This design comes from an exercise in tuning for small area on the open sky130 flow, not from production work. The clock input has no modelled driver; a real chip could not lean on it and would need a root buffer or a full tree. No activity file was given, so power comes from the tool's default toggle rates.

==> module top, before the edit <==
module top(
    input ck, reset,
    input mode, hh, mm, switch,
    output alarm, mode0, mode1,
    output CA, CB, CC, CD, CE, CF, CG, DP,
    output [7:0] AN
    );
    wire mode_d, mode_p0, mode_p1;
    wire hh_d, hh_p0, hh_p1;
    wire mm_d, mm_p0, mm_p1, mm_p01, mm_n0;
    wire sw_d, sw_p0, sw_p1;
    deb #(0) u0(.ck(ck), .reset(reset), .button(mode), .d(mode_d), .p0(mode_p0), .p1(mode_p1));
    deb #(0) u1(.ck(ck), .reset(reset), .button(hh), .d(hh_d), .p0(hh_p0), .p1(hh_p1));
    deb #(0) u2(.ck(ck), .reset(reset), .button(mm), .d(mm_d), .p0(mm_p0), .p1(mm_p1), .p01(mm_p01), .n0(mm_n0));
    deb #(1) u3(.ck(ck), .reset(reset), .button(switch), .d(sw_d), .p0(sw_p0), .p1(sw_p1));
    reg ca;
    always @(posedge ck, posedge reset)
        if (reset) ca <= 1'b1;
        else ca <= ca ^ mode_p0;
    wire sec, min, refresh, hit;
    lfsr #(13, 8, 1, 13'h1d7, 13'h3af) t_hs(ck, reset, sec);
    lfsr #(20, 0, 0, 20'ha74f5, 20'h4e9eb) t_mn(ck, reset, min);
    lfsr #(4, 2, 1, 4'hc, 4'h8) t_rf(ck, reset, refresh);
    lfsr #(13, 8, 1, 13'h1d7, 13'h3af) t_mt(ck, mm_p1, hit);
    localparam IDLE = 2'b00, WAIT = 2'b01, AUTO = 2'b11, INC = 2'b10;
    reg [1:0] s;
    reg [1:0] s_next;
    always @(*)
        case (s)
            IDLE: s_next = mm_p0 ? WAIT : IDLE;
            WAIT: s_next = !mm_d ? IDLE : (hit && !mm_p1) ? AUTO : WAIT;
            AUTO: s_next = mm_p01 ? IDLE : (hit && !mm_n0) ? INC : AUTO;
            default: s_next = AUTO;
        endcase
    always @(posedge ck)
        s <= reset ? IDLE : s_next;
    wire autom = s[1];
    wire inc = (s == INC) | ((s == WAIT) & mm_p1);
    wire up_clock60 = (inc & ca) | (min & ~autom);
    wire up_alarm60 = inc & ~ca;
    wire ca_prev = ca ^ mode_p1;
    wire up_alarm24 = hh_p1 & ~ca_prev;
    reg [3:0] h0, h2, a0, a2;
    reg [2:0] h1, a1;
    reg [1:0] h3, a3;
    wire c0 = up_clock60 & h0[3] & h0[0];
    wire carry = c0 & h1[2] & h1[0];
    wire up_clock24 = carry | (hh_p1 & ca_prev);
    wire ac0 = up_alarm60 & a0[3] & a0[0];
    wire hw = h3[1] & h2[1] & h2[0];            
    wire aw = a3[1] & a2[1] & a2[0];
    always @(posedge ck, posedge reset)
        if (reset) h0 <= 0;
        else h0 <= h0 ^ ({4{up_clock60}} & {h0[0] & (h0[1] & h0[2] | h0[3]), h0[0] & h0[1], h0[0] & ~h0[3], 1'b1});
    always @(posedge ck)
        if (reset) begin
            h1 <= 0; h2 <= 0; h3 <= 0;
            a0 <= 0; a1 <= 0; a2 <= 0; a3 <= 0;
        end else begin
            h1 <= h1 ^ ({3{c0}} & {h1[0] & (h1[1] | h1[2]), h1[0] & ~h1[2], 1'b1});
            h2 <= h2 ^ ({4{up_clock24}} & {h2[0] & (h2[1] & h2[2] | h2[3]), h2[0] & h2[1] & ~h3[1], h2[0] & ~h2[3], 1'b1});
            h3 <= h3 ^ ({2{up_clock24}} & {h2[3] & h2[0] & h3[0] | hw, h2[3] & h2[0]});
            a0 <= a0 ^ ({4{up_alarm60}} & {a0[0] & (a0[1] & a0[2] | a0[3]), a0[0] & a0[1], a0[0] & ~a0[3], 1'b1});
            a1 <= a1 ^ ({3{ac0}} & {a1[0] & (a1[1] | a1[2]), a1[0] & ~a1[2], 1'b1});
            a2 <= a2 ^ ({4{up_alarm24}} & {a2[0] & (a2[1] & a2[2] | a2[3]), a2[0] & a2[1] & ~a3[1], a2[0] & ~a2[3], 1'b1});
            a3 <= a3 ^ ({2{up_alarm24}} & {a2[3] & a2[0] & a3[0] | aw, a2[3] & a2[0]});
        end
    reg [1:0] sel;
    always @(posedge ck, posedge reset)
        if (reset) sel <= 0;
        else sel <= sel ^ {refresh & sel[0], refresh};
    reg [3:0] hd, ad;
    always @(*)
        case (sel)
            2'd0: begin hd = h0; ad = a0; end
            2'd1: begin hd = {1'b0, h1}; ad = {1'b0, a1}; end
            2'd2: begin hd = h2; ad = a2; end
            default: begin hd = {2'b0, h3}; ad = {2'b0, a3}; end
        endcase
    wire [3:0] dig = ca ? hd : ad;
    reg [6:0] c;
    always @(*)
        case (dig)
            4'h0: c = 7'b0000001;
            4'h1: c = 7'b1001111;
            4'h2: c = 7'b0010010;
            4'h3: c = 7'b0000110;
            4'h4: c = 7'b1001100;
            4'h5: c = 7'b0100100;
            4'h6: c = 7'b0100000;
            4'h7: c = 7'b0001111;
            4'h8: c = 7'b0000000;
            4'h9: c = 7'b0000100;
            4'hA: c = 7'b0010000;
            4'hB: c = 7'b0000110;
            4'hC: c = 7'b0000100;
            4'hD: c = 7'b0100100;
            4'hE: c = 7'b0100000;
            default: c = 7'b0001111;
        endcase
    assign {CA, CB, CC, CD, CE, CF, CG} = c;
    assign AN = {4'b1111, ~(4'b0001 << sel)};
    reg sec_tog;
    always @(posedge ck)
        sec_tog <= ~reset & (sec_tog ^ sec);
    assign DP = ~((sel == 2'd2) & (~ca | sec_tog));
    assign alarm = sw_d & ({h3, h2, h1, h0} == {a3, a2, a1, a0});
    assign mode0 = ca;
    assign mode1 = ~ca;
endmodule
==> flow/config.mk <==
export PLATFORM = sky130hd
export DESIGN_NAME = top
export DESIGN_NICKNAME = top
export VERILOG_FILES = /design/flow/design.v
export SDC_FILE = /design/flow/constraint.sdc
export NUM_CORES = 4
export LEC_CHECK = 0
export CAP_MARGIN = 0
export CORE_MARGIN = 2
export CORE_UTILIZATION = 40
export SLEW_MARGIN = 0
==> flow/constraint.sdc <==
create_clock -name core_clock -period 10.0 [get_ports {ck}]
set_input_delay 2.0000 -clock core_clock [delete_from_list [all_inputs] [get_ports {ck}]]
set_output_delay 2.0000 -clock core_clock [all_outputs]
set_load 0.01 [all_outputs]
standard.sh (not shown) runs the stock make flow with config.mk's settings and CLKGATE_MAP_FILE= SYNTH_SCRIPT=/design/flow/synth_recipe.tcl, a recipe that flattens the netlist after the stock synthesis.
==> flow/flow/run.sh <==
#!/bin/bash
# Layout flow: the standard layout (standard.sh) with these changes:
#  1. after the standard synthesis, the combinational logic is mapped again
#     for area with each ABC script flow/abc_*.abc, and the smallest result
#     is laid out; the flip-flops are kept exactly as the standard synthesis
#     made them (same instances, names and cells);
#  2. the port buffers are buf_1 cells, and one tie cell drives all the
#     constant outputs;
#  3. the clock tree is built by flow/manual_cts.tcl in place of TritonCTS:
#     a clkbuf_2 at the clock port drives six clkbuf_8, each driving the
#     flip-flops of one sixth of the die (no dummy loads).
# Each tool's output goes to a log file of its own in this folder.
set -euo pipefail
export BUFFER_PORTS_ARGS="-buffer_cell sky130_fd_sc_hd__buf_1"
export SKIP_REPAIR_TIE_FANOUT=1
export PRE_CTS_TCL="$PWD/flow/manual_cts.tcl"
export MCTS_ROOT=sky130_fd_sc_hd__clkbuf_2
export MCTS_LEAVES=6
export MCTS_LEAF=sky130_fd_sc_hd__clkbuf_8
R="orfs/results/${FLOW_PLATFORM}/top/base"
LIB="${FLOW_HOME}/platforms/${FLOW_PLATFORM}/lib/sky130_fd_sc_hd__tt_025C_1v80.lib"
YOSYS="$(command -v yosys || echo "${FLOW_HOME}/../tools/install/yosys/bin/yosys")"

bash standard.sh synth > standard_synth.log 2>&1

cp "$R/1_2_yosys.v" "$R/1_2_yosys_standard.v"
DU="-dont_use sky130_fd_sc_hd__probe_p_8 -dont_use sky130_fd_sc_hd__probec_p_8 -dont_use sky130_fd_sc_hd__lpflow_*"
best=""
best_area=""
for script in flow/abc_*.abc; do
  name="$(basename "$script" .abc)"
  out="$R/1_2_yosys_$name.v"
  if "$YOSYS" -p "read_liberty -ignore_miss_func $LIB; blackbox sky130_fd_sc_hd__df*; \
      read_verilog $R/1_2_yosys_standard.v; hierarchy -top $FLOW_TOP; flatten; opt_clean; \
      abc -liberty $LIB $DU -script $script; opt_clean -purge; splitnets; opt_clean -purge; \
      hilomap -singleton -hicell sky130_fd_sc_hd__conb_1 HI -locell sky130_fd_sc_hd__conb_1 LO; \
      insbuf -buf sky130_fd_sc_hd__buf_4 A X; \
      read_liberty -lib -overwrite -ignore_miss_func $LIB; hierarchy -top $FLOW_TOP; \
      check -assert -mapped; tee -o resynth_$name.stat stat -liberty $LIB; \
      write_verilog -noattr -nohex -nodec $out" > resynth_$name.log 2>&1; then
    area="$(awk '/Chip area for module/ {print $NF}' resynth_$name.stat | tail -1)"
    if [[ -n "$area" ]] && { [[ -z "$best_area" ]] || awk -v a="$area" -v b="$best_area" 'BEGIN {exit !(a < b)}'; }; then
      best="$out"; best_area="$area"
    fi
  fi
done
echo "chosen: $best ($best_area um2)" > resynth_choice.txt
if [[ -n "$best" ]]; then
  cp "$best" "$R/1_2_yosys.v"
fi

bash standard.sh finish > standard_finish.log 2>&1
Other scripts of this flow, unchanged in this note and not shown: flow/flow/abc_amap.abc, flow/flow/abc_amap_mfs.abc, flow/flow/abc_nf.abc, flow/flow/abc_nf_mfs.abc, flow/flow/manual_cts.tcl
The first run finished with timing, DRC and antenna clean.
==> next run, changes <==
--- a/flow/design.v
+++ b/flow/design.v
@@ -65,13 +65,13 @@
         else ca <= ca ^ mode_p0;
     wire sec, min, refresh, hit;
     lfsr #(13, 8, 1, 13'h1d7, 13'h3af) t_hs(ck, reset, sec);
     lfsr #(20, 0, 0, 20'ha74f5, 20'h4e9eb) t_mn(ck, reset, min);
     lfsr #(4, 2, 1, 4'hc, 4'h8) t_rf(ck, reset, refresh);
     lfsr #(13, 8, 1, 13'h1d7, 13'h3af) t_mt(ck, mm_p1, hit);
-    localparam IDLE = 2'b00, WAIT = 2'b01, AUTO = 2'b11, INC = 2'b10;
+    localparam IDLE = 2'b00, WAIT = 2'b01, AUTO = 2'b10, INC = 2'b11;
     reg [1:0] s;
     reg [1:0] s_next;
     always @(*)
         case (s)
             IDLE: s_next = mm_p0 ? WAIT : IDLE;
             WAIT: s_next = !mm_d ? IDLE : (hit && !mm_p1) ? AUTO : WAIT;
@@ -83,36 +83,48 @@
     wire autom = s[1];
     wire inc = (s == INC) | ((s == WAIT) & mm_p1);
     wire up_clock60 = (inc & ca) | (min & ~autom);
     wire up_alarm60 = inc & ~ca;
     wire ca_prev = ca ^ mode_p1;
     wire up_alarm24 = hh_p1 & ~ca_prev;
-    reg [3:0] h0, h2, a0, a2;
-    reg [2:0] h1, a1;
-    reg [1:0] h3, a3;
+    reg [3:0] h0;
+    reg [2:0] h1_n;
+    wire [2:0] h1 = ~h1_n;
+    reg [3:0] h2_n;
+    wire [3:0] h2 = ~h2_n;
+    reg [1:0] h3_n;
+    wire [1:0] h3 = ~h3_n;
+    reg [3:0] a0_n;
+    wire [3:0] a0 = ~a0_n;
+    reg [2:0] a1_n;
+    wire [2:0] a1 = ~a1_n;
+    reg [3:0] a2_n;
+    wire [3:0] a2 = ~a2_n;
+    reg [1:0] a3_n;
+    wire [1:0] a3 = ~a3_n;
     wire c0 = up_clock60 & h0[3] & h0[0];
     wire carry = c0 & h1[2] & h1[0];
     wire up_clock24 = carry | (hh_p1 & ca_prev);
     wire ac0 = up_alarm60 & a0[3] & a0[0];
     wire hw = h3[1] & h2[1] & h2[0];            
     wire aw = a3[1] & a2[1] & a2[0];
     always @(posedge ck, posedge reset)
         if (reset) h0 <= 0;
         else h0 <= h0 ^ ({4{up_clock60}} & {h0[0] & (h0[1] & h0[2] | h0[3]), h0[0] & h0[1], h0[0] & ~h0[3], 1'b1});
     always @(posedge ck)
         if (reset) begin
-            h1 <= 0; h2 <= 0; h3 <= 0;
-            a0 <= 0; a1 <= 0; a2 <= 0; a3 <= 0;
+            h1_n <= {3{1'b1}}; h2_n <= {4{1'b1}}; h3_n <= {2{1'b1}};
+            a0_n <= {4{1'b1}}; a1_n <= {3{1'b1}}; a2_n <= {4{1'b1}}; a3_n <= {2{1'b1}};
         end else begin
-            h1 <= h1 ^ ({3{c0}} & {h1[0] & (h1[1] | h1[2]), h1[0] & ~h1[2], 1'b1});
-            h2 <= h2 ^ ({4{up_clock24}} & {h2[0] & (h2[1] & h2[2] | h2[3]), h2[0] & h2[1] & ~h3[1], h2[0] & ~h2[3], 1'b1});
-            h3 <= h3 ^ ({2{up_clock24}} & {h2[3] & h2[0] & h3[0] | hw, h2[3] & h2[0]});
-            a0 <= a0 ^ ({4{up_alarm60}} & {a0[0] & (a0[1] & a0[2] | a0[3]), a0[0] & a0[1], a0[0] & ~a0[3], 1'b1});
-            a1 <= a1 ^ ({3{ac0}} & {a1[0] & (a1[1] | a1[2]), a1[0] & ~a1[2], 1'b1});
-            a2 <= a2 ^ ({4{up_alarm24}} & {a2[0] & (a2[1] & a2[2] | a2[3]), a2[0] & a2[1] & ~a3[1], a2[0] & ~a2[3], 1'b1});
-            a3 <= a3 ^ ({2{up_alarm24}} & {a2[3] & a2[0] & a3[0] | aw, a2[3] & a2[0]});
+            h1_n <= ~(h1 ^ ({3{c0}} & {h1[0] & (h1[1] | h1[2]), h1[0] & ~h1[2], 1'b1}));
+            h2_n <= ~(h2 ^ ({4{up_clock24}} & {h2[0] & (h2[1] & h2[2] | h2[3]), h2[0] & h2[1] & ~h3[1], h2[0] & ~h2[3], 1'b1}));
+            h3_n <= ~(h3 ^ ({2{up_clock24}} & {h2[3] & h2[0] & h3[0] | hw, h2[3] & h2[0]}));
+            a0_n <= ~(a0 ^ ({4{up_alarm60}} & {a0[0] & (a0[1] & a0[2] | a0[3]), a0[0] & a0[1], a0[0] & ~a0[3], 1'b1}));
+            a1_n <= ~(a1 ^ ({3{ac0}} & {a1[0] & (a1[1] | a1[2]), a1[0] & ~a1[2], 1'b1}));
+            a2_n <= ~(a2 ^ ({4{up_alarm24}} & {a2[0] & (a2[1] & a2[2] | a2[3]), a2[0] & a2[1] & ~a3[1], a2[0] & ~a2[3], 1'b1}));
+            a3_n <= ~(a3 ^ ({2{up_alarm24}} & {a2[3] & a2[0] & a3[0] | aw, a2[3] & a2[0]}));
         end
     reg [1:0] sel;
     always @(posedge ck, posedge reset)
         if (reset) sel <= 0;
         else sel <= sel ^ {refresh & sel[0], refresh};
     reg [3:0] hd, ad;
The new run finished with timing, DRC and antenna clean.
Clock skew went up by 0.0086 ns.
Design area hardly moves.
Synthesized area hardly moves.
Worst setup slack gets worse by 0.75 ns.
Via count went up by 4.2%.
Total power went down by 2.0%.
Global-route usage went up by 0.67 points.
First-iteration DRC count went up by 12%.
Synthesized cell count went up by 5.5%.
Wire length went up by 4.2%.
Cell count went up by 4.1%.
No run of this note included a check of the RTL's function; only the layout flow was run. No run of this note takes its clock network from TritonCTS; it comes from the design's own scripts or RTL.

[afterwards: timing with drivers on the ports]
Ports are ideal in the flow. The routed layouts listed here were re-timed in OpenROAD.
Step 1, drivers: a clkbuf_16 drives ck and a buf_2 each remaining input, both assumed.
Step 2, shift: input delay + t, output delay - t, t = (earliest + latest rising clock arrival at the registers) / 2. This alone moves slack from input paths to output paths.
a / b / c = ideal ports / drivers / drivers and shift; a / b = the first two.
run	shift t [ns]	slack for setup (ns)	clock arrival spread, ns	slew at the worst register clock pin (ns)	worst data-port slew with drivers (ns)
the first run	0.532	5.563 / 5.538 / 6.039	0.013 / 0.013	0.11 / 0.11	0.04
the second run	0.546	4.809 / 4.782 / 5.328	0.023 / 0.023	0.12 / 0.12	0.03
After both steps every run listed still meets setup and hold.
